Background: an optimization exercise with open tools, aiming at small area. Do not read the settings as production practice.
RTL that was checked went through simulation tests only; none was proved equivalent to the original.
The RTL of runs 4 and 5 was laid out without a check of its function.
The clock port is modelled as an ideal driver; clocking choices that lean on that would not hold on a real chip.
Power is estimated from default activity; no workload was simulated.

==> design.v <==
module SDRAM_arbit(
    input                   sysclk_100M         ,
    input                   rst_n               ,
    output                  CKE                 ,
    output                  cs_n                ,
    output  reg             ras_n               ,
    output  reg             cas_n               ,
    output  reg             we_n                ,
    output          [12:0]  addr                ,
    output          [ 1:0]  ba                  ,
    output          [ 1:0]  dqm                 ,
    output                  dq_oe               ,   
    input                   write_trig          ,   
    output  reg             write_data_vld      ,   
    input                   read_trig           ,
    output  reg             read_data_vld       ,   
    output  reg             write_end
);
localparam  RW      = 10                        ;    
localparam  [RW-1:0] ROW_LAST = 938 - 1;    
localparam  [6:0]    COL_LAST = (256 >> 2) - 1;  
localparam  [2:0]   A_INIT  = 3'b000 ,
                    A_ARB   = 3'b001 ,
                    A_REF   = 3'b010 ,
                    A_W0    = 3'b100 ,    
                    A_W1    = 3'b101 ,
                    A_R0    = 3'b110 ,    
                    A_R1    = 3'b111 ;
reg     [ 2:0]  ast         ;
reg             wr_flag     ;    
wire    a_init  = (ast == A_INIT)               ;
wire    a_arb   = (ast == A_ARB)                ;
wire    a_ref   = (ast == A_REF)                ;
wire    a_wr    = ast[2] & ~ast[1]              ;
wire    a_rd    = ast[2] &  ast[1]              ;
wire    ack_w   = (ast == A_W0)                 ;
wire    ack_r   = (ast == A_R0)                 ;
localparam  [14:0]  PWR_END = 15'd20000 ;    
localparam  [ 9:0]  S780    = 10'b0011010100;
localparam  [ 9:0]  M780    = 10'b1101101110;
reg     [ 9:0]  cnt         ;
reg             ref_req     ;
always @(posedge sysclk_100M) begin
    if (rst_n == 1'b0) begin
        cnt     <= 10'd0;
        ref_req <= 1'b0;
    end else if (a_arb & ref_req) begin
        cnt     <= 10'd0;
        ref_req <= 1'b0;
    end else begin
        cnt     <= {cnt[8:0], ~(cnt[9] ^ cnt[6])};
        if ((cnt & M780) == (S780 & M780))
            ref_req <= 1'b1;
    end
end
wire    ref_cmd     = cnt[0] & ~cnt[1];      
wire    ref_last    = cnt[6];                
localparam  [2:0]   W_IDLE  = 3'd0 ,
                    W_REQ0  = 3'd1 ,
                    W_REQ1  = 3'd2 ,
                    W_ACT0  = 3'd3 ,
                    W_ACT1  = 3'd4 ,
                    W_WR    = 3'd5 ,
                    W_PRE   = 3'd6 ;
reg     [ 2:0]  wst         ;
reg             w_pc        ;    
reg             w_pe        ;    
reg     [ 8:0]  w_al        ;    
reg     [RW-1:0] w_rowl     ;    
reg             w_bank      ;    
wire    w_row_last = &(w_rowl | ~ROW_LAST);
wire    w_col_last = (w_al[8:2] == COL_LAST);
wire    w_req   = (wst == W_REQ1) | ((wst == W_ACT0) & ~w_pc);
wire    w_b3    = write_data_vld & (w_al[1:0] == 2'd2);      
wire    w_rowend = w_b3 & (w_al[8:2] == 7'h7f);
wire    w_wrapc = w_b3 & w_col_last & w_row_last;            
wire    w_wrapd = (w_al[1:0] == 2'd3) & w_col_last & w_row_last;    
wire    [RW+8:0]    w_cnt   = {w_rowl, w_al};
wire    [RW+8:0]    w_cy    = {w_cy[RW+7:0] & w_cnt[RW+7:0], write_data_vld | a_init};
wire    [14:0]  icnt    = {w_rowl[5:0], w_al};
wire    c_hi        = &(icnt | ~PWR_END);                        
wire    init_last   = a_init & c_hi & w_al[3] & w_al[1] & w_al[0];  
always @(posedge sysclk_100M) begin
    if (rst_n == 1'b0)
        wst <= W_IDLE;
    else case (wst)
        W_IDLE: if (write_trig) wst <= W_REQ0;
        W_REQ0: wst <= W_REQ1;
        W_REQ1: if (ack_w) wst <= W_ACT0;
        W_ACT0: wst <= W_ACT1;
        W_ACT1: wst <= W_WR;
        W_WR:   if (w_b3 & (ref_req | write_end | w_rowend)) wst <= W_PRE;
        W_PRE:  if (w_pc) begin
                    if (write_end)      wst <= W_IDLE;
                    else if (ref_req)   wst <= W_REQ0;
                    else                wst <= W_ACT0;
                end
        default: wst <= W_IDLE;
    endcase
end
always @(posedge sysclk_100M) begin
    if (rst_n == 1'b0) begin
        w_pc            <= 1'b0;
        w_pe            <= 1'b0;
        write_data_vld  <= 1'b0;
        write_end       <= 1'b0;
        w_al            <= 9'd0;
        w_rowl          <= {RW{1'b0}};
        w_bank          <= 1'b0;
    end else begin
        w_pc            <= (wst == W_PRE);
        w_pe            <= w_pc;
        write_data_vld  <= (wst == W_WR);
        if (write_data_vld & (w_al[1:0] == 2'd1) & (w_al[7:2] == 6'h3f))
            write_end   <= 1'b1;
        else if (wst == W_ACT0 || wst == W_ACT1)
            write_end   <= 1'b0;
        if (w_wrapd | init_last)
            {w_rowl, w_al}  <= {(RW+9){1'b0}};
        else
            {w_rowl, w_al}  <= {w_rowl, w_al} ^ w_cy;
        if (w_wrapc)
            w_bank      <= ~w_bank;
    end
end
localparam  [3:0]   R_IDLE  = 4'd0 ,
                    R_REQ0  = 4'd1 ,
                    R_REQ1  = 4'd2 ,
                    R_ACT0  = 4'd3 ,
                    R_ACT1  = 4'd4 ,
                    R_PRE   = 4'd5 ;
reg     [ 3:0]  rst         ;
reg             r_pc        ;
reg             r_pe        ;
reg             read_end    ;
reg     [ 6:0]  r_col       ;
reg     [RW-1:0] r_row      ;
reg             r_bank      ;    
wire    r_rd    = rst[3];
wire    r_row_last = &(r_row | ~ROW_LAST);
wire    r_col_last = (r_col == COL_LAST);
wire    r_req   = (rst == R_REQ1) | ((rst == R_ACT0) & ~r_pc);
wire    r_c7    = (rst == 4'b1111);
wire    r_p7    = ((rst == 4'b1000) & read_data_vld) | ((rst == R_PRE) & ~r_pc);
wire    r_rowend = (r_col == 7'h7f);
wire    [RW+6:0]    r_cnt   = {r_row, r_col};
wire    [RW+6:0]    r_cy    = {r_cy[RW+5:0] & r_cnt[RW+5:0], r_p7};      
always @(posedge sysclk_100M) begin
    if (rst_n == 1'b0)
        rst <= R_IDLE;
    else if (r_rd) begin
        if (rst[2:0] != 3'd7 || !(read_end | ref_req | r_rowend))
            rst <= {1'b1, rst[2:0] + 3'd1};
        else
            rst <= R_PRE;
    end else case (rst)
        R_IDLE: if (read_trig) rst <= R_REQ0;
        R_REQ0: rst <= R_REQ1;
        R_REQ1: if (ack_r) rst <= R_ACT0;
        R_ACT0: rst <= R_ACT1;
        R_ACT1: rst <= 4'b1000;
        R_PRE:  if (r_pc) begin
                    if (read_end)       rst <= R_IDLE;
                    else if (ref_req)   rst <= R_REQ0;
                    else                rst <= R_ACT0;
                end
        default: rst <= R_IDLE;
    endcase
end
always @(posedge sysclk_100M) begin
    if (rst_n == 1'b0) begin
        r_pc            <= 1'b0;
        r_pe            <= 1'b0;
        read_end        <= 1'b1;
        r_col           <= 7'd0;
        r_row           <= {RW{1'b0}};
        r_bank          <= 1'b0;
    end else begin
        r_pc            <= (rst == R_PRE);
        r_pe            <= r_pc;
        if (rst == 4'b1110 && r_col[5:0] == 6'h3f)
            read_end    <= 1'b1;
        else if (rst == R_ACT0 || rst == R_ACT1)
            read_end    <= 1'b0;
        if (r_p7 & r_col_last & r_row_last)
            {r_row, r_col}  <= {(RW+7){1'b0}};
        else
            {r_row, r_col}  <= {r_row, r_col} ^ r_cy;
        if (r_c7 & r_col_last & r_row_last)
            r_bank      <= ~w_bank;
    end
end
always @(posedge sysclk_100M)
    read_data_vld <= r_rd & rst[2];
wire    both    = w_req & r_req & write_end & read_end;
wire    go_w    = both ? ~wr_flag : (w_req & read_end);
wire    go_r    = both ?  wr_flag : (r_req & write_end);
always @(posedge sysclk_100M) begin
    if (rst_n == 1'b0)
        ast <= A_INIT;
    else case (ast)
        A_INIT: if (init_last) ast <= A_ARB;
        A_ARB:  if (ref_req)    ast <= A_REF;
                else if (go_w)  ast <= A_W0;
                else if (go_r)  ast <= A_R0;
        A_REF:  if (ref_last) ast <= A_ARB;
        A_W0:   ast <= A_W1;
        A_W1:   if (w_pe & (ref_req | write_end)) ast <= A_ARB;
        A_R0:   ast <= A_R1;
        A_R1:   if (r_pe & (ref_req | read_end)) ast <= A_ARB;
        default: ast <= A_INIT;
    endcase
end
always @(posedge sysclk_100M) begin
    if (a_init | a_rd)
        wr_flag <= 1'b0;
    else if (a_wr)
        wr_flag <= 1'b1;
end
wire        w_is_row = (wst == W_ACT1) | ((wst == W_WR) & ~write_data_vld);
wire        r_is_row = (rst == R_ACT1) | ((rst == 4'b1000) & ~r_p7);
wire        r_is_col = (r_rd & (rst[2:0] != 3'd0)) | r_p7;
wire    i_pre   = a_init & c_hi & (w_al[3:0] == 4'd2);     
wire    i_ref   = a_init & c_hi & (w_al[3:0] == 4'd4);     
wire    i_mrs   = init_last;                                
wire    f_ref   = a_ref & ref_cmd;
wire    c_act   = (a_wr & (wst == W_ACT1)) | (a_rd & (rst == R_ACT1));
wire    c_pre   = (a_wr & (wst == W_PRE) & w_pc) | (a_rd & (rst == R_PRE) & r_pc) | i_pre;
wire    c_wr    = a_wr & write_data_vld & (w_al[1:0] == 2'd0);
wire    c_rd    = a_rd & (rst == 4'b1001);
wire    c_ref   = i_ref | f_ref;
wire    s_wrow  = a_wr & w_is_row;
wire    s_wcol  = a_wr & ~w_is_row;
wire    s_rrow  = a_rd & r_is_row;
wire    s_rcol  = a_rd & ~r_is_row & r_is_col;
wire    s_a10   = (a_rd & ~r_is_row & ~r_is_col) | (a_init & ~init_last);
reg     [10:0]  addr_q  ;
reg             ba_q    ;
always @(posedge sysclk_100M) begin
    ras_n   <= ~(c_act | c_pre | c_ref | i_mrs);
    cas_n   <= ~(c_wr | c_rd | c_ref | i_mrs);
    we_n    <= ~(c_wr | c_pre | i_mrs);
    if (~a_arb) begin
        addr_q  <= ({11{s_wrow}} & {{(11-RW){1'b0}}, w_rowl}) |
                   ({11{s_wcol}} & {2'b00, w_al}) |
                   ({11{s_rrow}} & {{(11-RW){1'b0}}, r_row}) |
                   ({11{s_rcol}} & {2'b00, r_col, 2'b00}) |
                   {s_a10, 4'b0000, i_mrs, i_mrs, 2'b00, i_mrs, 1'b0};
        ba_q    <= (a_wr & w_bank) | (a_rd & r_bank);
    end
end
assign  addr    = {2'b00, addr_q};
assign  ba      = {ba_q, 1'b0};
assign  cs_n    = 1'b0;
assign  CKE     = 1'b1;
assign  dqm     = 2'b00;
assign  dq_oe   = a_wr;
endmodule
==> flow/run.sh <==
#!/bin/bash
# The standard layout (standard.sh: standard synthesis, floorplan, place,
# CTS, route, finish) with changes made only through ORFS's own variables:
#  - the port buffers use the smallest buffer cell (buf_1);
#  - clock tree synthesis builds the tree from clkbuf_8 without dummy loads;
#  - the two tie cells of synthesis (tie-high, tie-low) are kept instead of
#    one tie cell per constant pin;
#  - after clock tree synthesis, cells are sized down where timing allows
#    (flow/recover.tcl).
# All tool output goes to standard.log here and to ORFS's logs under orfs/.
cp standard.sh standard_sh_copy.log
export BUFFER_PORTS_ARGS="-buffer_cell sky130_fd_sc_hd__buf_1"
export CTS_ARGS="-sink_clustering_enable -repair_clock_nets -dont_use_dummy_load -buf_list sky130_fd_sc_hd__clkbuf_8 -root_buf sky130_fd_sc_hd__clkbuf_8"
export SKIP_REPAIR_TIE_FANOUT=1
export POST_CTS_TCL="$(pwd)/flow/recover.tcl"
bash standard.sh > standard.log 2>&1
==> flow/recover.tcl <==
# After clock tree synthesis: the design has several ns of setup slack, so
# size cells down where timing allows (power recovery), then re-legalize.
log_cmd estimate_parasitics -placement
log_cmd repair_timing -recover_power 100 -verbose
log_cmd detailed_placement
log_cmd check_placement -verbose
==> standard.sh <==
#!/bin/bash
# synth_recipe.tcl (not shown) runs the flow's synth.tcl, then flattens the netlist and writes it again
# the make line also repeats each setting of config.mk as NAME=value (left out here)
make -C /OpenROAD-flow-scripts/flow DESIGN_CONFIG=/design/flow/config.mk WORK_HOME=/design/flow/orfs CLKGATE_MAP_FILE= SYNTH_SCRIPT=/design/flow/synth_recipe.tcl "${@:-finish}"
==> config.mk <==
export PLATFORM = sky130hd
export DESIGN_NAME = SDRAM_arbit
export DESIGN_NICKNAME = SDRAM_arbit
export VERILOG_FILES = /design/flow/design.v
export SDC_FILE = /design/flow/constraint.sdc
export NUM_CORES = 4
export LEC_CHECK = 0
export CAP_MARGIN = 20
export CORE_MARGIN = 2
export CORE_UTILIZATION = 40
export SLEW_MARGIN = 20
==> constraint.sdc <==
create_clock -name core_clock -period 10.0 [get_ports {sysclk_100M}]
set_input_delay 2.0000 -clock core_clock [delete_from_list [all_inputs] [get_ports {sysclk_100M}]]
set_output_delay 2.0000 -clock core_clock [all_outputs]
set_load 0.01 [all_outputs]
==> out/summary.txt, run 1 <==
proportion of power drawn by combinational gates: 23.0%
hold violation count in the final report: 0
net count reported at finish: 449
number of synthesized flops with an enable pin: 12
Syn-to-layout area delta: 5.84%
Buffers & Inverters on Critical Path: 0
Die ar.: 10,700 sq um
FF+latch area: 1780 sq um
Die Y-Extent: 103 um
Core Box Area: 9680 sq um
number of placement rows: 36
smallest setup slack after layout: 5330 ps
number of cells produced by synthesis: 396
n_diodes: 0
Primary FF master, synth: dfxtp_1
TritonRoute pass-1 iters: 4
kind of path behind the tightest hold check: flop to flop
Max Freq: 214 MHz
combined area of all synthesized cells: 3940 sq um
max-cap violation count: 0
fraction of registers with async set/reset: 0%
switching power: 0.000262 W
final estimated routing congestion in global placement: 0.897
critical path start-end classification: flop to flop
endpoint class of the critical path: flop
fin crit period: 4670 ps
accumulated negative setup slack: 0 ps
CP arrival: 4930 ps
post-synthesis register bit count: 83
worst skew pair latency: 370 ps
area used by multi-input combinational logic: 1960 sq um
CTS clk-pin slew, worst paths: 80 ps
YS warnings: 1
power density normalized to cell area: 193 nW/um^2
worst slew pin tran: 741 ps
half-perimeter wire length after placement: 5790 um
unrepaired setup endpoints after global routing: false
overflow left after global routing: 0
pin count of the biggest net entering global routing: 20
global-route usage over all layers: 16.8%
highest net fanout along the worst path: 13
IO Count: 30
post-route antenna net violation count: 0
power share of the sequential group: 54.2%
startpoint kind of the worst setup timing path: flop
Peak supply drop: 0.0000661 V
TritonCTS clock tree: yes
total wirelength of the detailed-routed design: 8080 um
wire length of the first global-routing pass: 13,400 um
clk_skew: 35.9 ps
Vias/cell: 5.29
Synth cell types: 57
status: finished clean
required time at the endpoint of the critical path: 10,260 ps
Clock power frac: 22.8%
crit-path most repeated cell: ha_1
Filler cells: 953
number of clock sinks: 83
PortBufs: 22
Lkg Pwr: 1.78 nW
detailed-route DRC error count: 0
setup slack at placement: 5370 ps
Seq/Total Area, Yosys: 45.2%
Max stage delay on crit path: 570 ps
Max-slew headroom: 50.6%
Final Cycle Share: 46.7%
via count: 2,837
horizontal die dimension: 103 um
mean area per synthesized cell: 9.96 sq um
list of cells traversed by the critical path: nor3_1 > or2_2 > ha_1 > ha_1 > ha_1 > ha_1 > ha_1 > ha_1 > ha_1 > ha_1 > ha_1 > ha_1 > ha_1 > ha_1 > ha_1 > ha_1 > ha_1 > ha_1 > ha_1 > ha_1 > xor2_1 > and2_0
initial drt markers: 274
cell family contributing the most delay on the critical path: adder cells
wire per inst: 15.1 um
number of nets produced by synthesis: 440
initial standard-cell utilization of the core: 40.7%
setup violators final: 0
Net Sw Frac: 32.6%
internal power: 0.000542 W
max-slew violation count: 0
initial antenna violation count: 0
via count of the first global-routing pass: 2,662
proportion of layout cells with a drive suffix above 1: 3.97%
cell type of the slowest stage on the worst timing path: dfxtp_1
==> per-stage QoR <==
stage / hold WS, ps / area, sq um / std cells / utilization [%] / power (W)
floorplan: 406 / 3940 / 396 / - / 0.000584
global placement: 410 / 4060 / 526 / 41.9 / 0.000627
detailed placement: 417 / 4060 / 526 / 41.9 / 0.000630
global route: 473 / 4170 / 536 / 43.1 / 0.000864
finish: 438 / 4170 / 536 / 43.1 / 0.000804
==> worst reg2reg max path, cell delays in order, from the launching register on <==
cell and delay (ps):
dfxtp_1 570, nor3_1 170, or2_2 310, ha_1 190, ha_1 190, ha_1 180
ha_1 180, ha_1 180, ha_1 180, ha_1 170, ha_1 180, ha_1 180
ha_1 180, ha_1 180, ha_1 180, ha_1 180, ha_1 190, ha_1 190
ha_1 190, ha_1 180, ha_1 180, xor2_1 130, and2_0 150
==> power groups by stage <==
stage,Sequential (W),Combinational [W],Clock (W)
after floorplan,0.000429,0.000155,0
after global placement,0.000443,0.000184,0
after detailed placement,0.000443,0.000187,0
after global routing,0.000446,0.000214,0.000204
final,0.000436,0.000185,0.000184
==> cell type report <==
cell class,count,area share [%]
repair buffers,23,2.16
multi-input cells,275,47.0
inverters,13,1.17
clock buffers,9,2.97
well taps,133,3.99
flip-flops and latches,83,42.7
==> per-layer routing <==
| layer | up-vias | wire [um] | GRT usage [%] |
|---|---|---|---|
| met2 | 84 | 3500 | 24.5 |
| met1 | 1312 | 3970 | 24.0 |
| met5 | - | 0 | 0 |
| li1 | 1429 | - | - |
| met4 | 0 | 136 | 7.39 |
| met3 | 12 | 462 | 3.43 |
==> flip-flops by register name, indices dropped and copies added (netlist names), 3 cells and up <==
| name | flops |
|---|---|
| r_col | 7 |
| wst | 3 |
| w_al | 9 |
| w_rowl | 10 |
| rst | 4 |
| ast | 3 |
| addr_q | 11 |
| cnt | 10 |
| r_row | 10 |
==> cell usage after synthesis (2+ instances only) <==
cell type | instances | share of area (%)
a211o_1 | 2 | 0.44
a211oi_1 | 2 | 0.38
a21oi_1 | 14 | 1.8
a221o_1 | 7 | 1.8
a222oi_1 | 2 | 0.51
a22o_1 | 6 | 1.3
a22oi_1 | 2 | 0.38
a311oi_1 | 3 | 0.67
a31oi_1 | 3 | 0.48
and2_1 | 49 | 7.8
and2b_1 | 2 | 0.38
and3_1 | 7 | 1.1
buf_2 | 7 | 0.89
buf_4 | 8 | 1.5
clkbuf_1 | 8 | 0.76
clkbuf_2 | 2 | 0.25
conb_1 | 2 | 0.19
dfxtp_1 | 71 | 36
edfxtp_1 | 12 | 9.1
ha_1 | 40 | 13
inv_1 | 12 | 1.1
mux2i_1 | 4 | 1.0
nand2_1 | 19 | 1.8
nand2b_1 | 4 | 0.63
nand3_1 | 11 | 1.4
nand3b_1 | 2 | 0.38
nand4_1 | 6 | 0.95
nor2_1 | 23 | 2.2
nor2b_1 | 5 | 0.79
nor3_1 | 7 | 0.89
nor3_2 | 2 | 0.51
nor3b_1 | 2 | 0.38
nor4_1 | 2 | 0.32
nor4b_1 | 2 | 0.44
o211ai_1 | 3 | 0.57
o21a_1 | 2 | 0.38
o21ai_0 | 15 | 1.9
o311ai_0 | 4 | 0.89
or2_2 | 2 | 0.32
xor2_1 | 3 | 0.67
==> cell usage in the layout, fill, tap and decap left out, types with 3 or more instances in the layout <==
| cell | instances |
|---|---|
| inv_1 | 13 |
| nand2_1 | 19 |
| nand2b_1 | 4 |
| nor2_1 | 23 |
| o311ai_0 | 4 |
| edfxtp_1 | 12 |
| nand3_1 | 11 |
| and3_1 | 7 |
| and2_1 | 37 |
| a21oi_1 | 15 |
| a221o_1 | 7 |
| o21ai_0 | 15 |
| buf_1 | 21 |
| ha_1 | 40 |
| a22o_1 | 6 |
| dfxtp_1 | 71 |
| mux2i_1 | 4 |
| a311oi_1 | 3 |
| and2_0 | 12 |
| xor2_1 | 3 |
| nor2b_1 | 5 |
| o211ai_1 | 3 |
| clkbuf_8 | 9 |
| a31oi_1 | 3 |
| nand4_1 | 6 |
| nor3_1 | 8 |
==> final timing paths <==
| path | slack, ps | cells after the start | to | start |
|---|---|---|---|---|
| min | 440 | 1 | cnt[5]$_SDFF_PP0_ | cnt[4]$_SDFF_PP0_ |
| max reg2reg | 5330 | 22 | w_rowl[9]$_SDFF_PP0_ | ast[1]$_SDFFE_PN0P_ |
| max | 5330 | 22 | w_rowl[9]$_SDFF_PP0_ | ast[1]$_SDFFE_PN0P_ |
| min reg2reg | 440 | 1 | cnt[5]$_SDFF_PP0_ | cnt[4]$_SDFF_PP0_ |
==> cells by family after synthesis <==
kind of cell	share of synthesized area, %
AND/OR/NAND/NOR	21.3
flip-flops	45.2
AO/OA/AOI/OAI	14.1
adder cells (fa/ha/maj)	12.7
buffers and inverters	4.67
XOR/XNOR	0.889
multiplexers	1.02
other	0.190
==> inputs of run 2 (changes only) <==
--- a/flow/run.sh
+++ b/flow/run.sh
@@ -13,4 +13,5 @@
 export CTS_ARGS="-sink_clustering_enable -repair_clock_nets -dont_use_dummy_load -buf_list sky130_fd_sc_hd__clkbuf_8 -root_buf sky130_fd_sc_hd__clkbuf_8"
 export SKIP_REPAIR_TIE_FANOUT=1
 export POST_CTS_TCL="$(pwd)/flow/recover.tcl"
+export POST_FLOORPLAN_TCL="$(pwd)/flow/remap.tcl"
 bash standard.sh > standard.log 2>&1
==> flow/remap.tcl (new file) <==
# After floorplan: re-map the combinational logic for area with OpenROAD's
# restructure (ABC), keeping every register.
log_cmd estimate_parasitics -placement
set lib [lindex $::env(LIB_FILES) 0]
log_cmd restructure -target area -liberty_file $lib \
  -tiehi_port sky130_fd_sc_hd__conb_1/HI -tielo_port sky130_fd_sc_hd__conb_1/LO \
  -work_dir $::env(OBJECTS_DIR) -abc_logfile $::env(LOG_DIR)/2_restructure_abc.log
==> run 2 against run 1 <==
  * Still clean
  * First-iteration DRC count decreased by 18%
  * Combinational power down 7%
  * Sequential power down 5.7%
  * Via count increased by 10%
  * Fmax shrank 0.35%
  * Clock skew shrank 13 ps
  * Clock power up 3%
  * Critical path depth rose by 3
==> out/summary.txt, run 2 <==
status: finished clean
wire per inst: 15.2 um (+0.56%)
post-layout power: 0.000774 W (-3.8%)
Largest register FFs: 11 (unchanged)
number of synthesized flops with an enable pin: 12 (unchanged)
initial drt markers: 226 (-18%)
clk_skew: 22.9 ps (-13.0 ps)
top cell type by total area after synthesis: dfxtp_1
count of placed standard cells in the final layout, fillers left out: 578 (+7.8%)
IO Count: 30 (unchanged)
Die ar.: 10,700 sq um (unchanged)
post-route antenna net violation count: 0 (unchanged)
CTS clk-pin slew, worst paths: 90 ps (about the same)
PortBufs: 22 (unchanged)
critical path start-end classification: flop to flop
wire length of the first global-routing pass: 13,900 um (+3.9%)
Synth top cells by count: 71 x dfxtp_1, 49 x and2_1, 40 x ha_1, 23 x nor2_1, 19 x nand2_1
global-route usage over all layers: 17.1% (+0.30 points)
fin crit period: 4690 ps (+16.4 ps)
proportion of layout cells with a drive suffix above 1: 2.02% (-1.9 points)
number of placement rows: 36 (unchanged)
via count of the first global-routing pass: 2,755 (+3.5%)
TritonCTS clock tree: yes
Primary FF master, synth: dfxtp_1
final estimated routing congestion in global placement: 0.893 (-0.42%)
initial standard-cell utilization of the core: 40.7% (unchanged)
accumulated negative setup slack: 0 ps (unchanged)
pin count of the biggest net entering global routing: 17 (-15%)
setup violators final: 0 (unchanged)
half-perimeter wire length after placement: 6420 um (+11%)
Vias/cell: 5.41 (+2.1%)
fraction of registers with async set/reset: 0% (unchanged)
TritonRoute pass-1 iters: 5 (+1)
Seq/Total Area, Yosys: 45.2% (unchanged)
final standard cell utilization of the core: 40.5% (-2.6 points)
initial antenna violation count: 0 (unchanged)
required time at the endpoint of the critical path: 10,300 ps (+40 ps)
wl on met1: 4260 um (+7.2%)
Core Box Area: 9680 sq um (unchanged)
highest net fanout along the worst path: 10 (-3)
register containing the most flip-flops in the final layout: addr_q
max-cap violation count: 0 (unchanged)
highest-count cells in the layout ignoring fill and taps: 71 x dfxtp_1, 65 x clkinv_1, 53 x nor2_1, 24 x nor3_1, 22 x o21ai_0
hold violation count in the final report: 0 (unchanged)
number of nets produced by synthesis: 440 (unchanged)
detailed-route DRC error count: 0 (unchanged)
total wirelength of the detailed-routed design: 8760 um (+8.4%)
net count reported at finish: 451 (+0.45%)
Post-DP Area: 3810 sq um (-6.1%)
Syn-to-layout area delta: -0.476%
worst slew pin tran: 957 ps (+215 ps)
via count: 3,125 (+10%)
kind of path behind the tightest hold check: flop to flop
top post-synthesis cells by area: dfxtp_1 36%, ha_1 13%, edfxtp_1 9.1%
Filler cells: 988 (+3.7%)
Die Y-Extent: 103 um (unchanged)
final instance area: 3920 sq um (-6.0%)
YS warnings: 1 (unchanged)
CP arrival: 4990 ps (+60 ps)
total placed cells including tap cells: 569 (+8.2%)
share of the synthesized area in the top cell type: 36.1% (unchanged)
unrepaired setup endpoints after global routing: false
horizontal die dimension: 103 um (unchanged)
topmost layer with routed signal wires: met4
endpoint class of the critical path: flop
number of clock sinks: 83 (unchanged)
overflow left after global routing: 0 (unchanged)
combined area of all synthesized cells: 3940 sq um (unchanged)
number of cells produced by synthesis: 396 (unchanged)
worst skew pair latency: 360 ps (about the same)
startpoint kind of the worst setup timing path: flop
leading cell type by number of instances after synthesis: dfxtp_1
Final Cycle Share: 46.9% (+0.16 points)
post-synthesis register bit count: 83 (unchanged)
Synth cell types: 57 (unchanged)
n_diodes: 0 (unchanged)
Lkg Pwr: 1.28 nW (-28%)
Max Freq: 213 MHz (-0.35%)
mean area per synthesized cell: 9.96 sq um (unchanged)
most common library cell in the layout ignoring fill and taps: dfxtp_1
max-slew violation count: 0 (unchanged)
total met3 wirelength after detailed routing: 494 um (+6.9%)
power density normalized to cell area: 197 nW/um^2 (+2.3%)
Max-slew headroom: 35.6% (-15 points)
Peak supply drop: 0.0000943 V (+43%)
met2 wire len: 3890 um (+11%)
[run 2: cell counts after synthesis]
Identical to the previous run, type by type.
[run 2: cell type report]
class | instances | area (sq um) | area share (%)
Timing Repair Buffer | 24 | 90.1 | 2.30
Inverter | 65 | 244 | 6.22
Sequential cell | 83 | 1780 | 45.4
Tap cell | 133 | 166 | 4.24
Clock buffer | 9 | 124 | 3.16
Multi-Input combinational cell | 264 | 1520 | 38.7
[run 2: routing by layer]
layer	track usage (%)	vias to the layer above
met4	5.16	0
met2	25.6	85
met1	25.0	1477
li1	-	1551
met5	0	-
met3	3.36	12
[run 2: cells by family after synthesis]
logic type | synth area share [%]
AOI/OAI and AO/OA | 14.1
xor gates and xnor gates | 0.889
adders and majority gates | 12.7
buffers and inverters | 4.67
DFF | 45.2
muxes | 1.02
other | 0.190
and+or+nand+nor | 21.3
[run 2: worst paths after layout]
path / startpoint / to / slack (ps) / cells after the start
max reg2reg: ast[2]$_SDFFE_PN0P_ / w_rowl[9]$_SDFF_PP0_ / 5310 / 25
min: cnt[2]$_SDFF_PP0_ / cnt[3]$_SDFF_PP0_ / 420 / 2
min reg2reg: cnt[2]$_SDFF_PP0_ / cnt[3]$_SDFF_PP0_ / 420 / 2
max: ast[2]$_SDFFE_PN0P_ / w_rowl[9]$_SDFF_PP0_ / 5310 / 25
[run 2: through the flow]
stage | setup slack (ps) | hold WS [ps]
after floorplan | 5820 | 406
after global placement | 5690 | 412
after detailed placement | 5450 | 417
after global routing | 4750 | 451
final | 5310 | 424
[run 2: power breakdown]
part / leakage (nW) / total [W] / switching (W) / internal (W)
sequential: 0.711 / 0.000411 / 0.0000299 / 0.000381
combinational: 0.505 / 0.000172 / 0.000120 / 0.0000525
clock: 0.0647 / 0.000190 / 0.000110 / 0.0000807
total: 1.28 / 0.000774 / 0.000259 / 0.000514
[run 2: critical path, stage by stage (launching register included)]
cell and delay [ps]:
dfxtp_1 350, clkinv_1 170, nand2_1 130, nor2_1 510, o21ai_0 260, nor2_1 260
clkinv_1 130, nor3_1 260, and2_0 260, and3_1 220, nand2_1 100, nor2_1 150
clkinv_1 100, nor2_1 140, clkinv_1 100, nor2_1 150, clkinv_1 110, nor2_1 140
clkinv_1 100, nor2_1 180, nand2_1 120, nor2_1 180, nand2_1 130, nor2_1 190
o21ai_0 90, a21oi_1 120
==> inputs of run 3 (changes only) <==
--- a/flow/run.sh
+++ b/flow/run.sh
@@ -1,6 +1,8 @@
 #!/bin/bash
 # The standard layout (standard.sh: standard synthesis, floorplan, place,
 # CTS, route, finish) with changes made only through ORFS's own variables:
+#  - after floorplan, OpenROAD's restructure re-maps the combinational logic
+#    for area (flow/remap.tcl); registers are not touched;
 #  - the port buffers use the smallest buffer cell (buf_1);
 #  - clock tree synthesis builds the tree from clkbuf_8 without dummy loads;
 #  - the two tie cells of synthesis (tie-high, tie-low) are kept instead of
@@ -12,6 +14,6 @@
 export BUFFER_PORTS_ARGS="-buffer_cell sky130_fd_sc_hd__buf_1"
 export CTS_ARGS="-sink_clustering_enable -repair_clock_nets -dont_use_dummy_load -buf_list sky130_fd_sc_hd__clkbuf_8 -root_buf sky130_fd_sc_hd__clkbuf_8"
 export SKIP_REPAIR_TIE_FANOUT=1
+export POST_FLOORPLAN_TCL="$(pwd)/flow/remap.tcl"
 export POST_CTS_TCL="$(pwd)/flow/recover.tcl"
-export POST_FLOORPLAN_TCL="$(pwd)/flow/remap.tcl"
 bash standard.sh > standard.log 2>&1
==> run 3 against run 2 <==
  * Area after synthesis did not move
  * Global-route usage unchanged
  * Die area is the same
  * Cell count unchanged
  * Non-clock buffer count unchanged
  * Critical path type unchanged
  * Still clean
  * Utilization unchanged
  * Hold slack did not move
  * Clock power about the same
  * Combinational power about the same
  * Clock skew unchanged
==> out/summary.txt, run 3 <==
min-delay src: cnt[2]$_SDFF_PP0_
combined area of all synthesized cells: 3940 sq um (unchanged)
Worst Hold End: cnt[3]$_SDFF_PP0_
wire per inst: 15.2 um (unchanged)
kind of path behind the tightest hold check: flop to flop
count of cells along the worst hold path: 2 (unchanged)
half-perimeter wire length after placement: 6420 um (unchanged)
crit-path most repeated cell: nor2_1
critical path start-end classification: flop to flop
leading cell type by number of instances after synthesis: dfxtp_1
Filler cells: 988 (unchanged)
Peak supply drop: 0.0000943 V (unchanged)
RR Startpoint: ast[2]$_SDFFE_PN0P_
highest-count cells in the layout ignoring fill and taps: 71 x dfxtp_1, 65 x clkinv_1, 53 x nor2_1, 24 x nor3_1, 22 x o21ai_0
number of nets produced by synthesis: 440 (unchanged)
Largest register FFs: 11 (unchanged)
final estimated routing congestion in global placement: 0.893 (unchanged)
worst skew pair latency: 360 ps (about the same)
most common library cell in the layout ignoring fill and taps: dfxtp_1
RR Endpoint: w_rowl[9]$_SDFF_PP0_
Syn-to-layout area delta: -0.476% (unchanged)
highest net fanout along the worst path: 10 (unchanged)
pin count of the biggest net entering global routing: 17 (unchanged)
horizontal die dimension: 103 um (unchanged)
final instance area: 3920 sq um (unchanged)
Die Y-Extent: 103 um (unchanged)
detailed-route DRC error count: 0 (unchanged)
mean area per synthesized cell: 9.96 sq um (unchanged)
hold violation count in the final report: 0 (unchanged)
cell type of the slowest stage on the worst timing path: nor2_1
Post-DP Area: 3810 sq um (unchanged)
IO Count: 30 (unchanged)
initial standard-cell utilization of the core: 40.7% (unchanged)
Max stage delay on crit path: 510 ps (about the same)
worst slew pin tran: 957 ps (unchanged)
register containing the most flip-flops in the final layout: addr_q
via count of the first global-routing pass: 2,755 (unchanged)
post-synthesis register bit count: 83 (unchanged)
YS warnings: 1 (unchanged)
status: finished clean
Worst Setup SP: ast[2]$_SDFFE_PN0P_
startpoint kind of the worst setup timing path: flop
net count reported at finish: 451 (unchanged)
n_diodes: 0 (unchanged)
overflow left after global routing: 0 (unchanged)
setup violators final: 0 (unchanged)
PortBufs: 22 (unchanged)
post-route antenna net violation count: 0 (unchanged)
max-slew violation count: 0 (unchanged)
top post-synthesis cells by area: dfxtp_1 36%, ha_1 13%, edfxtp_1 9.1%
Synth cell types: 57 (unchanged)
Reg2Reg Setup Slack: 5310 ps (about the same)
Core Box Area: 9680 sq um (unchanged)
TritonRoute pass-1 iters: 5 (unchanged)
Vias/cell: 5.41 (unchanged)
total wirelength of the detailed-routed design: 8760 um (unchanged)
power density normalized to cell area: 197 nW/um^2 (unchanged)
CTS clk-pin slew, worst paths: 90 ps (about the same)
fraction of registers with async set/reset: 0% (unchanged)
post-layout power: 0.000774 W (unchanged)
Primary FF master, synth: dfxtp_1
number of cells produced by synthesis: 396 (unchanged)
unrepaired setup endpoints after global routing: false
via count: 3,125 (unchanged)
fin crit period: 4690 ps (unchanged)
Max-slew headroom: 35.6% (unchanged)
Final Cycle Share: 46.9% (unchanged)
Die ar.: 10,700 sq um (unchanged)
global-route usage over all layers: 17.1% (unchanged)
final standard cell utilization of the core: 40.5% (unchanged)
top cell type by total area after synthesis: dfxtp_1
Lkg Pwr: 1.28 nW (unchanged)
number of clock sinks: 83 (unchanged)
Max Freq: 213 MHz (unchanged)
accumulated negative setup slack: 0 ps (unchanged)
CP arrival: 4990 ps (about the same)
clk_skew: 22.9 ps (unchanged)
wire length of the first global-routing pass: 13,900 um (unchanged)
required time at the endpoint of the critical path: 10,300 ps (about the same)
initial drt markers: 226 (unchanged)
Synth top cells by count: 71 x dfxtp_1, 49 x and2_1, 40 x ha_1, 23 x nor2_1, 19 x nand2_1
share of the synthesized area in the top cell type: 36.1% (unchanged)
TritonCTS clock tree: yes
Seq/Total Area, Yosys: 45.2% (unchanged)
endpoint class of the critical path: flop
initial antenna violation count: 0 (unchanged)
proportion of layout cells with a drive suffix above 1: 2.02% (unchanged)
max-cap violation count: 0 (unchanged)
length in cells of the worst reg-to-reg path: 25 (unchanged)
number of synthesized flops with an enable pin: 12 (unchanged)
number of placement rows: 36 (unchanged)
[run 3: cell counts in the layout (fill, tap and decap cells not counted)]
No cell type changed its count.
[run 3: routing by layer]
metal  GRT usage [%]  routed length [um]  share of wire [%]
met1            25.0                4260                 49
met2            25.6                3890                 44
met3            3.36                 494                5.6
met4            5.16                 116                1.3
met5               0                   0                  0
[run 3: worst max path at each step]
stage,endpoint,slack (ps),cells after the start
floorplan,w_rowl[9]$_SDFF_PP0_,5820,22
global placement,w_rowl[9]$_SDFF_PP0_,5690,25
detailed placement,w_rowl[9]$_SDFF_PP0_,5450,25
global route,w_rowl[9]$_SDFF_PP0_,4750,25
finish,w_rowl[9]$_SDFF_PP0_,5310,25
[run 3: area by class of cell]
cell class / instances / area (sq um) / share of cell area [%]
sequential: 83 / 1780 / 45.4
multi-input combinational: 264 / 1520 / 38.7
inverter: 65 / 244 / 6.22
tap: 133 / 166 / 4.24
clock buffer: 9 / 124 / 3.16
timing repair buffer: 24 / 90.1 / 2.30
[run 3: power breakdown]
part	switching, W	internal (W)
sequential	0.0000299	0.000381
clock	0.000110	0.0000807
combinational	0.000120	0.0000525
[run 3: critical path: cells and delay by family, from the launching register on]
family	cells	cell delay [ps]
AOI/OAI and AO/OA	3	470
buffers and inverters	6	710
DFF	1	350
and+or+nand+nor	16	3120
[run 3: cell families after synthesis]
logic type | after synthesis | share of synthesized area, %
buffers and inverters | 38 | 4.67
DFF | 83 | 45.2
AOI/OAI and AO/OA | 76 | 14.1
adders and majority gates | 40 | 12.7
xor gates and xnor gates | 4 | 0.889
other | 2 | 0.190
and+or+nand+nor | 149 | 21.3
muxes | 4 | 1.02
[run 3: through the flow]
stage                     std cells  hold WS [ps]  worst slack [ps]
after floorplan                 396           406              5820
after global placement          569           412              5690
after detailed placement        569           417              5450
after global routing            578           451              4750
final                           578           424              5310
==> inputs of run 4 (changes only) <==
--- a/design.v
+++ b/design.v
@@ -11,9 +11,9 @@
     output          [ 1:0]  dqm                 ,
     output                  dq_oe               ,   
     input                   write_trig          ,   
-    output  reg             write_data_vld      ,   
+    output                  write_data_vld      ,   
     input                   read_trig           ,
-    output  reg             read_data_vld       ,   
+    output                  read_data_vld       ,   
     output  reg             write_end
 );
 localparam  RW      = 10                        ;    
@@ -61,7 +61,8 @@
                     W_ACT0  = 3'd3 ,
                     W_ACT1  = 3'd4 ,
                     W_WR    = 3'd5 ,
-                    W_PRE   = 3'd6 ;
+                    W_PRE   = 3'd6 ,
+                    W_WRF   = 3'd7 ;     
 reg     [ 2:0]  wst         ;
 reg             w_pc        ;    
 reg             w_pe        ;    
@@ -71,6 +72,7 @@
 wire    w_row_last = &(w_rowl | ~ROW_LAST);
 wire    w_col_last = (w_al[8:2] == COL_LAST);
 wire    w_req   = (wst == W_REQ1) | ((wst == W_ACT0) & ~w_pc);
+assign  write_data_vld = (wst == W_WR) | ((wst == W_PRE) & ~w_pc);
 wire    w_b3    = write_data_vld & (w_al[1:0] == 2'd2);      
 wire    w_rowend = w_b3 & (w_al[8:2] == 7'h7f);
 wire    w_wrapc = w_b3 & w_col_last & w_row_last;            
@@ -88,7 +90,8 @@
         W_REQ0: wst <= W_REQ1;
         W_REQ1: if (ack_w) wst <= W_ACT0;
         W_ACT0: wst <= W_ACT1;
-        W_ACT1: wst <= W_WR;
+        W_ACT1: wst <= W_WRF;
+        W_WRF:  wst <= W_WR;
         W_WR:   if (w_b3 & (ref_req | write_end | w_rowend)) wst <= W_PRE;
         W_PRE:  if (w_pc) begin
                     if (write_end)      wst <= W_IDLE;
@@ -102,7 +105,6 @@
     if (rst_n == 1'b0) begin
         w_pc            <= 1'b0;
         w_pe            <= 1'b0;
-        write_data_vld  <= 1'b0;
         write_end       <= 1'b0;
         w_al            <= 9'd0;
         w_rowl          <= {RW{1'b0}};
@@ -110,7 +112,6 @@
     end else begin
         w_pc            <= (wst == W_PRE);
         w_pe            <= w_pc;
-        write_data_vld  <= (wst == W_WR);
         if (write_data_vld & (w_al[1:0] == 2'd1) & (w_al[7:2] == 6'h3f))
             write_end   <= 1'b1;
         else if (wst == W_ACT0 || wst == W_ACT1)
@@ -128,7 +129,8 @@
                     R_REQ1  = 4'd2 ,
                     R_ACT0  = 4'd3 ,
                     R_ACT1  = 4'd4 ,
-                    R_PRE   = 4'd5 ;
+                    R_PRE   = 4'd5 ,
+                    R_RDF   = 4'd6 ;     
 reg     [ 3:0]  rst         ;
 reg             r_pc        ;
 reg             r_pe        ;
@@ -141,7 +143,8 @@
 wire    r_col_last = (r_col == COL_LAST);
 wire    r_req   = (rst == R_REQ1) | ((rst == R_ACT0) & ~r_pc);
 wire    r_c7    = (rst == 4'b1111);
-wire    r_p7    = ((rst == 4'b1000) & read_data_vld) | ((rst == R_PRE) & ~r_pc);
+wire    r_p7    = (rst == 4'b1000) | ((rst == R_PRE) & ~r_pc);
+assign  read_data_vld = (r_rd & rst[2] & (rst[1:0] != 2'd0)) | r_p7;
 wire    r_rowend = (r_col == 7'h7f);
 wire    [RW+6:0]    r_cnt   = {r_row, r_col};
 wire    [RW+6:0]    r_cy    = {r_cy[RW+5:0] & r_cnt[RW+5:0], r_p7};      
@@ -158,7 +161,8 @@
         R_REQ0: rst <= R_REQ1;
         R_REQ1: if (ack_r) rst <= R_ACT0;
         R_ACT0: rst <= R_ACT1;
-        R_ACT1: rst <= 4'b1000;
+        R_ACT1: rst <= R_RDF;
+        R_RDF:  rst <= 4'b1001;
         R_PRE:  if (r_pc) begin
                     if (read_end)       rst <= R_IDLE;
                     else if (ref_req)   rst <= R_REQ0;
@@ -190,8 +194,6 @@
             r_bank      <= ~w_bank;
     end
 end
-always @(posedge sysclk_100M)
-    read_data_vld <= r_rd & rst[2];
 wire    both    = w_req & r_req & write_end & read_end;
 wire    go_w    = both ? ~wr_flag : (w_req & read_end);
 wire    go_r    = both ?  wr_flag : (r_req & write_end);
@@ -217,8 +219,8 @@
     else if (a_wr)
         wr_flag <= 1'b1;
 end
-wire        w_is_row = (wst == W_ACT1) | ((wst == W_WR) & ~write_data_vld);
-wire        r_is_row = (rst == R_ACT1) | ((rst == 4'b1000) & ~r_p7);
+wire        w_is_row = (wst == W_ACT1) | (wst == W_WRF);
+wire        r_is_row = (rst == R_ACT1) | (rst == R_RDF);
 wire        r_is_col = (r_rd & (rst[2:0] != 3'd0)) | r_p7;
 wire    i_pre   = a_init & c_hi & (w_al[3:0] == 4'd2);     
 wire    i_ref   = a_init & c_hi & (w_al[3:0] == 4'd4);     
==> run 4 against run 3 <==
  * Sequential share of layout area down 0.82 points
  * Still clean on timing, DRC and antenna
  * Largest power group unchanged
  * Clock skew up 2.6 ps
  * Hold slack better by 17 ps
  * Sequential power about the same
==> out/summary.txt, run 4 <==
via count: 3,116 (-0.29%)
Die ar.: 11,100 sq um (+4.1%)
unrepaired setup endpoints after global routing: false
number of clock sinks: 81 (-2.4%)
initial antenna violation count: 0 (unchanged)
IO Count: 30 (unchanged)
highest net fanout along the worst path: 7 (-3)
cell family contributing the most delay on the critical path: simple AND/OR/NAND/NOR gates
RR Startpoint: rst[0]$_SDFFE_PN0P_
Post-DP Area: 3770 sq um (-0.85%)
detailed-route DRC error count: 0 (unchanged)
final instance area: 3910 sq um (-0.45%)
critical path start-end classification: flop to flop
register containing the most flip-flops in the final layout: addr_q
TritonRoute pass-1 iters: 6 (+1)
PortBufs: 22 (unchanged)
initial drt markers: 209 (-7.5%)
Peak supply drop: 0.0000655 V (-31%)
Buffers & Inverters on Critical Path: 4 (-2)
pin count of the biggest net entering global routing: 17 (unchanged)
Worst Hold End: cnt[8]$_SDFF_PP0_
combined area of all synthesized cells: 4110 sq um (+4.3%)
worst skew pair latency: 350 ps (about the same)
CTS clk-pin slew, worst paths: 80 ps (about the same)
Max-slew headroom: 50.2% (+15 points)
fin crit period: 4120 ps (-568 ps)
crit-path most repeated cell: nand2_1
cell type of the slowest stage on the worst timing path: dfxtp_1
fraction of registers with async set/reset: 0% (unchanged)
Final Cycle Share: 41.2% (-5.7 points)
TritonCTS clock tree: yes
post-layout power: 0.000786 W (+1.6%)
half-perimeter wire length after placement: 6160 um (-4.1%)
max-slew violation count: 0 (unchanged)
final estimated routing congestion in global placement: 0.880 (-1.4%)
horizontal die dimension: 105 um (+2.1%)
number of placement rows: 37 (+2.8%)
Vias/cell: 5.32 (-1.6%)
via count of the first global-routing pass: 2,765 (+0.36%)
post-synthesis register bit count: 81 (-2.4%)
area used by multi-input combinational logic: 1540 sq um (+1.2%)
required time at the endpoint of the critical path: 10,230 ps (-70 ps)
Filler cells: 1,040 (+5.3%)
Reg2Reg Setup Slack: 5880 ps (+570 ps)
final standard cell utilization of the core: 38.5% (-2.0 points)
total wirelength of the detailed-routed design: 8200 um (-6.4%)
endpoint class of the critical path: flop
RR Endpoint: r_row[9]$_SDFF_PP0_
mean area per synthesized cell: 10.1 sq um (+1.0%)
startpoint kind of the worst setup timing path: flop
list of cells traversed by the critical path: nand2_1 > nor2_1 > nand2_1 > nand2_1 > o21ai_0 > nor3_1 > nand2_1 > nor2_1 > clkinv_1 > nor2_1 > clkinv_1 > nor2_1 > clkinv_1 > nor2_1 > nand2_1 > clkinv_1 > and3_1 > and3_1 > and2_0 > and3_1 > nand2_1 > o21ai_0 > a21oi_1
kind of path behind the tightest hold check: flop to flop
overflow left after global routing: 0 (unchanged)
number of cells produced by synthesis: 409 (+3.3%)
setup violators final: 0 (unchanged)
n_diodes: 0 (unchanged)
Synth top cells by count: 69 x dfxtp_1, 40 x ha_1, 39 x and2_1, 37 x nand2_1, 17 x nor2_1
global-route usage over all layers: 15.4% (-1.7 points)
proportion of layout cells with a drive suffix above 1: 2.67% (+0.64 points)
count of placed standard cells in the final layout, fillers left out: 586 (+1.4%)
number of synthesized flops with an enable pin: 12 (unchanged)
accumulated negative setup slack: 0 ps (unchanged)
top cell type by total area after synthesis: dfxtp_1
Primary FF master, synth: dfxtp_1
leading cell type by number of instances after synthesis: dfxtp_1
Lkg Pwr: 1.25 nW (-2.3%)
Largest register FFs: 11 (unchanged)
FF+latch area: 1740 sq um (-2.2%)
highest-count cells in the layout ignoring fill and taps: 69 x dfxtp_1, 63 x clkinv_1, 61 x nor2_1, 29 x o21ai_0, 22 x nor3_1
YS warnings: 1 (unchanged)
status: finished clean
min-delay src: cnt[7]$_SDFF_PP0_
post-route antenna net violation count: 0 (unchanged)
initial standard-cell utilization of the core: 40.6% (-0.15 points)
Synth cell types: 70 (+23%)
max-cap violation count: 0 (unchanged)
power density normalized to cell area: 201 nW/um^2 (+2.0%)
Die Y-Extent: 105 um (+2.1%)
number of nets produced by synthesis: 453 (+3.0%)
total placed cells including tap cells: 576 (+1.2%)
wire per inst: 14.0 um (-7.7%)
worst slew pin tran: 742 ps (-215 ps)
Core Box Area: 10,100 sq um (+4.7%)
CP arrival: 4350 ps (-640 ps)
Seq/Total Area, Yosys: 42.3% (-2.8 points)
top post-synthesis cells by area: dfxtp_1 34%, ha_1 12%, edfxtp_1 8.8%
hold violation count in the final report: 0 (unchanged)
share of the synthesized area in the top cell type: 33.6% (-2.5 points)
Syn-to-layout area delta: -5.02%
wire length of the first global-routing pass: 13,500 um (-2.8%)
most common library cell in the layout ignoring fill and taps: dfxtp_1
net count reported at finish: 456 (+1.1%)
length in cells of the worst reg-to-reg path: 23 (-8.0%)
Max stage delay on crit path: 470 ps (-40 ps)
clk_skew: 25.5 ps (+2.62 ps)
Max Freq: 243 MHz (+14%)
count of cells along the worst hold path: 1 (-1)
[run 4: how the worst max path moves through the flow]
stage / cells past startpoint / to / slack (ps) / start
3_5_place_dp: 5 / r_col[0]$_SDFF_PP0_ / 5860 / rst_n
6_report: 23 / r_row[9]$_SDFF_PP0_ / 5880 / rst[0]$_SDFFE_PN0P_
5_1_grt: 23 / r_row[9]$_SDFF_PP0_ / 5280 / rst[0]$_SDFFE_PN0P_
3_3_place_gp: 5 / r_col[0]$_SDFF_PP0_ / 5970 / rst_n
2_1_floorplan: 24 / w_rowl[9]$_SDFF_PP0_ / 5530 / wst[0]$_SDFFE_PN0P_
[run 4: stage by stage]
stage          hold WS [ps]  setup WS [ps]
2_1_floorplan           406           5530
3_3_place_gp            420           5970
3_5_place_dp            425           5860
5_1_grt                 468           5280
6_report                442           5880
[run 4: report_power, final]
| group | internal (W) | switching, W | total, W |
|---|---|---|---|
| registers | 0.000376 | 0.0000342 | 0.000410 |
| logic | 0.0000622 | 0.000131 | 0.000193 |
| clock network | 0.0000806 | 0.000102 | 0.000183 |
[run 4: layout make-up]
class | instances | area share (%)
sequential | 81 | 44.6
multi-input combinational | 273 | 39.3
inverter | 63 | 6.05
tap | 136 | 4.36
clock buffer | 9 | 3.17
timing repair buffer | 24 | 2.50
[run 4: per-layer routing]
| layer | track usage, % | vias up | share of wire (%) |
|---|---|---|---|
| met2 | 23.6 | 87 | 46 |
| met3 | 2.84 | 7 | 5.5 |
| li1 | - | 1571 | - |
| met4 | 5.81 | 0 | 1.1 |
| met5 | 0 | - | 0 |
| met1 | 21.4 | 1451 | 48 |
[run 4: cell families (layout without fill, tap and decap cells)]
group	count (synthesis)	count (layout)	synth area share, %
buffers and inverters	38	96	6.39
other	2	9	0.183
muxes	5	0	1.22
adders and majority gates	40	0	12.2
AOI/OAI and AO/OA	73	116	13.3
DFF	81	81	42.3
xor gates and xnor gates	4	1	0.852
and+or+nand+nor	166	147	23.5
==> inputs of run 5 (changes only) <==
--- a/flow/run.sh
+++ b/flow/run.sh
@@ -2,7 +2,8 @@
 # The standard layout (standard.sh: standard synthesis, floorplan, place,
 # CTS, route, finish) with changes made only through ORFS's own variables:
 #  - after floorplan, OpenROAD's restructure re-maps the combinational logic
-#    for area (flow/remap.tcl); registers are not touched;
+#    for area (flow/remap.tcl), with the platform's liberty less its
+#    don't-use cells (flow/filter_lib.py); registers are not touched;
 #  - the port buffers use the smallest buffer cell (buf_1);
 #  - clock tree synthesis builds the tree from clkbuf_8 without dummy loads;
 #  - the two tie cells of synthesis (tie-high, tie-low) are kept instead of
==> flow/filter_lib.py (new file) <==
#!/usr/bin/env python3
# Copy a liberty file without the cells named (glob patterns allowed) in
# the DONT_USE_CELLS environment variable.
# usage: filter_lib.py IN.lib OUT.lib
import fnmatch, os, re, sys
pats = os.environ.get('DONT_USE_CELLS', '').split()
src, dst = sys.argv[1], sys.argv[2]
out = []
depth = 0
skip_depth = None
cell_re = re.compile(r'^\s*cell\s*\(\s*"?([^")\s]+)"?\s*\)')
removed = []
with open(src) as f:
    for line in f:
        if skip_depth is None and depth == 1:
            m = cell_re.match(line)
            if m and any(fnmatch.fnmatchcase(m.group(1), p) for p in pats):
                skip_depth = depth
                removed.append(m.group(1))
        opens, closes = line.count('{'), line.count('}')
        if skip_depth is None:
            out.append(line)
        depth += opens - closes
        if skip_depth is not None and depth <= skip_depth and (opens or closes):
            skip_depth = None
with open(dst, 'w') as f:
    f.writelines(out)
print('removed %d cells: %s' % (len(removed), ' '.join(removed)))
==> flow/remap.tcl (replaced) <==
# After floorplan: re-map the combinational logic for area with OpenROAD's
# restructure (ABC), keeping every register. ABC gets the platform's liberty
# without the cells the platform marks don't-use (filter_lib.py).
set flow_dir [file dirname [file normalize [info script]]]
set lib_in [lindex $::env(LIB_FILES) 0]
set lib_out $::env(OBJECTS_DIR)/restructure_lib.lib
puts [exec python3 $flow_dir/filter_lib.py $lib_in $lib_out]
log_cmd estimate_parasitics -placement
log_cmd restructure -target area -liberty_file $lib_out \
  -tiehi_port sky130_fd_sc_hd__conb_1/HI -tielo_port sky130_fd_sc_hd__conb_1/LO \
  -work_dir $::env(OBJECTS_DIR) -abc_logfile $::env(LOG_DIR)/2_restructure_abc.log
==> run 5 against run 4 <==
  * Count of clock-buffer cells in the layout unchanged
  * Largest cell class unchanged
  * Fmax unchanged
  * Worst setup slack unchanged
  * Register-to-register slack about the same
  * Flip-flop and latch count unchanged
  * Global-route usage unchanged
  * Still clean on timing, DRC and antenna
==> out/summary.txt, run 5 <==
status: finished clean
pin count of the biggest net entering global routing: 17 (unchanged)
worst skew pair latency: 350 ps (about the same)
post-layout power: 0.000786 W (unchanged)
Vias/cell: 5.32 (unchanged)
list of cells traversed by the critical path: nand2_1 > nor2_1 > nand2_1 > nand2_1 > o21ai_0 > nor3_1 > nand2_1 > nor2_1 > clkinv_1 > nor2_1 > clkinv_1 > nor2_1 > clkinv_1 > nor2_1 > nand2_1 > clkinv_1 > and3_1 > and3_1 > and2_0 > and3_1 > nand2_1 > o21ai_0 > a21oi_1
Final Cycle Share: 41.2% (unchanged)
Max stage delay on crit path: 470 ps (about the same)
number of clock sinks: 81 (unchanged)
count of placed standard cells in the final layout, fillers left out: 586 (unchanged)
Core Box Area: 10,100 sq um (unchanged)
share of the synthesized area in the top cell type: 33.6% (unchanged)
initial standard-cell utilization of the core: 40.6% (unchanged)
switching power: 0.000267 W (unchanged)
number of nets produced by synthesis: 453 (unchanged)
post-route antenna net violation count: 0 (unchanged)
Die ar.: 11,100 sq um (unchanged)
total placed cells including tap cells: 576 (unchanged)
cell type of the slowest stage on the worst timing path: dfxtp_1
number of cells produced by synthesis: 409 (unchanged)
initial antenna violation count: 0 (unchanged)
Largest register FFs: 11 (unchanged)
TritonRoute pass-1 iters: 6 (unchanged)
startpoint kind of the worst setup timing path: flop
CTS clk-pin slew, worst paths: 80 ps (about the same)
top cell type by total area after synthesis: dfxtp_1
fraction of registers with async set/reset: 0% (unchanged)
net count reported at finish: 456 (unchanged)
Synth cell types: 70 (unchanged)
internal power: 0.000518 W (unchanged)
critical path start-end classification: flop to flop
PortBufs: 22 (unchanged)
YS warnings: 1 (unchanged)
number of placement rows: 37 (unchanged)
wire length of the first global-routing pass: 13,500 um (unchanged)
total wirelength of the detailed-routed design: 8200 um (unchanged)
Peak supply drop: 0.0000655 V (unchanged)
Max-slew headroom: 50.2% (unchanged)
initial drt markers: 209 (unchanged)
Primary FF master, synth: dfxtp_1
highest net fanout along the worst path: 7 (unchanged)
horizontal die dimension: 105 um (unchanged)
leading cell type by number of instances after synthesis: dfxtp_1
TritonCTS clock tree: yes
register containing the most flip-flops in the final layout: addr_q
clk_skew: 25.5 ps (unchanged)
half-perimeter wire length after placement: 6160 um (unchanged)
via count: 3,116 (unchanged)
fin crit period: 4120 ps (unchanged)
proportion of power drawn by combinational gates: 24.6% (about the same)
accumulated negative setup slack: 0 ps (unchanged)
n_diodes: 0 (unchanged)
highest-count cells in the layout ignoring fill and taps: 69 x dfxtp_1, 63 x clkinv_1, 61 x nor2_1, 29 x o21ai_0, 22 x nor3_1
max-slew violation count: 0 (unchanged)
Synth top cells by count: 69 x dfxtp_1, 40 x ha_1, 39 x and2_1, 37 x nand2_1, 17 x nor2_1
detailed-route DRC error count: 0 (unchanged)
proportion of layout cells with a drive suffix above 1: 2.67% (unchanged)
hold violation count in the final report: 0 (unchanged)
power density normalized to cell area: 201 nW/um^2 (unchanged)
combined area of all synthesized cells: 4110 sq um (unchanged)
Clock power frac: 23.3% (about the same)
IO Count: 30 (unchanged)
Die Y-Extent: 105 um (unchanged)
Syn-to-layout area delta: -5.02% (unchanged)
most common library cell in the layout ignoring fill and taps: dfxtp_1
via count of the first global-routing pass: 2,765 (unchanged)
required time at the endpoint of the critical path: 10,230 ps (about the same)
Lkg Pwr: 1.25 nW (unchanged)
global-route usage over all layers: 15.4% (unchanged)
Seq/Total Area, Yosys: 42.3% (unchanged)
top post-synthesis cells by area: dfxtp_1 34%, ha_1 12%, edfxtp_1 8.8%
max-cap violation count: 0 (unchanged)
Net Sw Frac: 34.0% (unchanged)
unrepaired setup endpoints after global routing: false
Max Freq: 243 MHz (unchanged)
wire per inst: 14.0 um (unchanged)
final estimated routing congestion in global placement: 0.880 (unchanged)
mean area per synthesized cell: 10.1 sq um (unchanged)
overflow left after global routing: 0 (unchanged)
setup violators final: 0 (unchanged)
CP arrival: 4350 ps (about the same)
endpoint class of the critical path: flop
post-synthesis register bit count: 81 (unchanged)
crit-path most repeated cell: nand2_1
power share of the sequential group: 52.2% (about the same)
worst slew pin tran: 742 ps (unchanged)
kind of path behind the tightest hold check: flop to flop
number of synthesized flops with an enable pin: 12 (unchanged)
-- run 5: cell counts in the layout (fill, tap and decap cells not counted) --
No cell type changed its count.
-- run 5: worst paths after layout --
check	slack, ps	to	start	cells past startpoint
worst max-delay path	5880	r_row[9]$_SDFF_PP0_	rst[0]$_SDFFE_PN0P_	23
worst min-delay path	440	cnt[8]$_SDFF_PP0_	cnt[7]$_SDFF_PP0_	1
worst max register to register	5880	r_row[9]$_SDFF_PP0_	rst[0]$_SDFFE_PN0P_	23
worst min register to register	440	cnt[8]$_SDFF_PP0_	cnt[7]$_SDFF_PP0_	1
-- run 5: area by class of cell --
class	count	area (sq um)
inverters	63	236
well taps	136	170
clock buffers	9	124
multi-input cells	273	1540
flip-flops and latches	81	1740
fillers	1040	6230
repair buffers	24	97.6
-- run 5: kinds of logic after synthesis --
family	synth area share (%)
AOI/OAI and AO/OA	13.3
xor gates and xnor gates	0.852
adders and majority gates	12.2
buffers and inverters	6.39
DFF	42.3
muxes	1.22
other	0.183
and+or+nand+nor	23.5
-- run 5: stage by stage --
| stage | instance area, sq um | worst slack (ps) | util, % | hold WS, ps |
|---|---|---|---|---|
| after floorplan | 4110 | 5530 | - | 406 |
| after global placement | 3770 | 5970 | 37.2 | 420 |
| after detailed placement | 3770 | 5860 | 37.2 | 425 |
| after global routing | 3910 | 5280 | 38.5 | 468 |
| final | 3910 | 5880 | 38.5 | 442 |
-- run 5: routing by layer --
layer	GRT usage (%)	share of wire, %	vias up
met5	0	0	-
met4	5.81	1.1	0
met3	2.84	5.5	7
met2	23.6	46	87
met1	21.4	48	1451
li1	-	-	1571
-- run 5: power groups by stage --
stage	sequential, W	clock (W)	combinational [W]
after global placement	0.000415	0	0.000191
after global routing	0.000415	0.000201	0.000216
after floorplan	0.000354	0	0.0000966
after detailed placement	0.000417	0	0.000191
final	0.000410	0.000183	0.000193
-- run 5: worst max-delay path, delay by kind of cell (launching register included) --
family                 cells  cell delay [ps]
flip-flops                 1              470
AND/OR/NAND/NOR           16             2720
buffers and inverters      4              380
AO/OA/AOI/OAI              3              430

## port drivers added, routing unchanged
How much do the figures lean on ideal ports? The routed layouts below were timed once more, with nothing changed but the port constraints. Step 1, drivers: a clkbuf_16 drives sysclk_100M and a buf_2 each remaining input, both assumed. Step 2 times the ports against the registers' clock, not the clock port: input delays grow and output delays shrink by t, the midpoint of the rising clock arrivals with the driver on. Slacks: ideal / step 1 / step 2; pairs: ideal / step 1.
run | t, ns | setup WS [ns] | worst setup path at the end | latest minus earliest clock arrival (ns)
run 1 | 0.379 | 5.327 / 5.327 / 5.327 | register to register | 0.036 / 0.036
run 2 | 0.378 | 5.311 / 5.311 / 5.311 | register to register | 0.023 / 0.023
run 3 | 0.378 | 5.311 / 5.311 / 5.311 | register to register | 0.023 / 0.023
run 4 | 0.372 | 5.879 / 5.879 / 5.816 | input to register | 0.026 / 0.025
run 5 | 0.372 | 5.879 / 5.879 / 5.816 | input to register | 0.026 / 0.025
After both steps every run listed still meets setup and hold.
